Context: an optimization exercise on an open-source flow, tuned for small area, a short achievable clock period and few clock cycles. The choices shown serve that exercise and are no tape-out recipe. Function was checked by simulation only, so behaviour that the tests miss may differ from the original. No activity file was given, so power comes from the tool's default toggle rates.

Design LASER, start of the top module:
module LASER (
    input            CLK,
    input            RST,
    input      [3:0] X,
    input      [3:0] Y,
    output reg [3:0] C1X,
    output reg [3:0] C1Y,
    output reg [3:0] C2X,
    output reg [3:0] C2Y,
    output reg       DONE
);
  reg [159:0] tx, ty;
  reg [39:0]  tm;
  reg         inp;           
  reg  [5:0]  icnt;
  reg  [3:0]  yq;            
  reg         aV;            
  reg         bV, bM, bL, cV, cL, dV, dL, eV, eL, fV, fL;
  reg  [3:0]  bY, cY, dY, eY, fY;
  reg  [3:0]  mx;            
  reg  [3:0]  ya;            
  reg         issue;         
  reg         aS, bS, cS, dS, eS, fS;    
  reg         tail, tfirst, tookd, ended, kall;
  reg         mv;            
  reg  [5:0]  B;
  reg  [1:0]  cnt;
  reg  [5:0]  bcnt;
  reg  [3:0]  bx, by;
  function [2:0] rclass(input [3:0] y, input [3:0] p);
    reg [4:0] d;
    begin
      d = {1'b0, y} - {1'b0, p};
      if (d == 5'd0)                       rclass = 3'b111;
      else if (d <= 5'd2 || d >= 5'd30)    rclass = 3'b110;
      else if (d == 5'd3 || d == 5'd29)    rclass = 3'b101;
      else if (d == 5'd4 || d == 5'd28)    rclass = 3'b100;
      else                                 rclass = 3'b000;
    end
  endfunction
  function [8:0] lohi(input [2:0] c, input [3:0] px, input full);
    reg [2:0] wd; reg [4:0] lo, hi;
    begin
  ...
Size: roughly 1200 flip-flops, ~27 I/O pins.
Settings: LEC_CHECK=0, CAP_MARGIN=20, CORE_MARGIN=2, CORE_UTILIZATION=40, CTS_CLUSTER_DIAMETER=100, CTS_CLUSTER_SIZE=24, SLEW_MARGIN=20; clock period 11.0 ns.
standard.sh (not shown) runs the stock make flow with config.mk's settings and CLKGATE_MAP_FILE= SYNTH_SCRIPT=/design/flow/synth_recipe.tcl, a recipe that flattens the netlist after the stock synthesis.
==> flow/flow/run.sh <==
#!/bin/bash
# The standard layout (standard.sh), with one change: the buffer that
# buffer_ports puts on every input and output port is sky130_fd_sc_hd__buf_2.
set -euo pipefail
bash standard.sh BUFFER_PORTS_ARGS="-buffer_cell sky130_fd_sc_hd__buf_2" finish > orfs_make.log 2>&1
The first run finished clean.
Testbench counts at the start, summed over its fixed seeds: cycles 6,413.
Next try:
Settings changed: CTS_CLUSTER_SIZE 24 to 28.
Result:
- The new run completed without violations
- utilization drops by 0.12 points
- setup slack gets worse by 0.029 ns
- clock-buffer cell count came out lower by 17
Next try:
Settings changed: CTS_CLUSTER_DIAMETER 100 to not set, CTS_CLUSTER_SIZE 28 to not set.
Routed wire length climbs slightly.
Total power climbs by roughly a tenth.
Die area is unchanged.

========
Another version of the RTL of LASER (not shown whole).
For scale: roughly 10000 cells after synthesis, roughly 1200 flip-flops, about 27 I/O pins, ~0.084 mm² of cells after synthesis.
==> flow/design.v (excerpt) <==
module LASER (
    input            CLK,
    input            RST,
    input      [3:0] X,
    input      [3:0] Y,
    output reg [3:0] C1X,
    output reg [3:0] C1Y,
    output reg [3:0] C2X,
    output reg [3:0] C2Y,
    output reg       DONE
);
  reg [159:0] tx, ty;
  reg [39:0]  tm;
  reg         inp;           
  reg  [5:0]  icnt;
  reg  [3:0]  yq;            
  reg         aV;            
  reg         bV, bM, bL, cV, cL, dV, dL, eV, eL, fV, fL;
  reg  [3:0]  bY, cY, dY, eY, fY;
  reg  [3:0]  mx;            
  reg  [3:0]  ya;            
  reg         issue;         
  reg         aS, bS, cS, dS, eS, fS;    
  reg         tail, tfirst, tookd, ended;
  reg         mv;            
  reg  [5:0]  B;
  reg  [1:0]  cnt;
  reg  [5:0]  bcnt;
  reg  [3:0]  bx, by;
  function [2:0] rclass(input [3:0] y, input [3:0] p);
    reg [4:0] d;
    begin
      d = {1'b0, y} - {1'b0, p};
      if (d == 5'd0)                       rclass = 3'b111;
      else if (d <= 5'd2 || d >= 5'd30)    rclass = 3'b110;
  ...
clock: 11.0 ns
lec_check: 0
abc_area: 1
cap_margin: 20
core_margin: 2
core_utilization: 40
slew_margin: 20
Scripts as last shown in full above: flow/flow/run.sh
The first run completed with no timing, DRC or antenna violations.
Testbench counts at the start, summed over its fixed seeds: cycles 6,413.
Edit:
--- a/flow/config.mk
+++ b/flow/config.mk
@@ -8 +7,0 @@
-export ABC_AREA = 1
Outcome: Power rises by 0.98%. Wire length went down by 4.5%. Die area decreases by 2.5%. Worst setup slack is worse by 32 ps. Global-route usage drops by 0.53 points. Non-clock buffer count drops by 2. Flip-flop and latch count is unchanged. Synthesized area falls by 2.6%.
Edit:
--- a/flow/config.mk
+++ b/flow/config.mk
@@ -10,0 +11,2 @@
+export CTS_CLUSTER_DIAMETER = 100
+export CTS_CLUSTER_SIZE = 24
Count of clock-buffer cells in the layout falls by 102.
Register-to-register slack improves by 50 ps.
Worst setup slack improves by 45 ps.
Global-route usage falls by 0.25 points.
Critical path depth does not change.
Die area is unchanged.
Total power falls by 9.6%.

port drivers added, routing unchanged:
The flow's constraints put no driver on any port. The routed layouts listed below were extracted and timed again, unchanged, in two steps.
Step 1 sets driving cells, clkbuf_16 on the clock port and buf_2 on the other inputs (assumed; they add their load-dependent delay and slew).
Step 2 moves the port delays by t, midway between the first and last clock arrival at a register: inputs arrive t later, outputs are due t later. That takes back most of the time a late clock gives input paths.
a / b / c = ideal / step 1 / step 2; a / b = the first two.
run	t (ns)	slack for setup (ns)	latest minus earliest clock arrival (ns)	worst register clock-pin slew, ns
the first run of note 1	0.804	7.307 / 7.307 / 7.011	0.041 / 0.041	0.10 / 0.10
the second run of note 1	0.853	7.278 / 7.278 / 7.017	0.060 / 0.061	0.12 / 0.12
the third run of note 1	0.884	7.307 / 7.307 / 6.969	0.036 / 0.036	0.07 / 0.07
the first run of note 2	0.885	7.116 / 7.116 / 7.116	0.033 / 0.033	0.07 / 0.07
the second run of note 2	0.871	7.084 / 7.084 / 6.935	0.033 / 0.033	0.07 / 0.07
the third run of note 2	0.803	7.130 / 7.130 / 6.979	0.053 / 0.053	0.10 / 0.10
After both steps setup and hold are still met in every run listed. For the third run of note 1, which loses most, drivers alone change the setup slack by 0.000 ns; drivers and shift together by -0.338 ns.
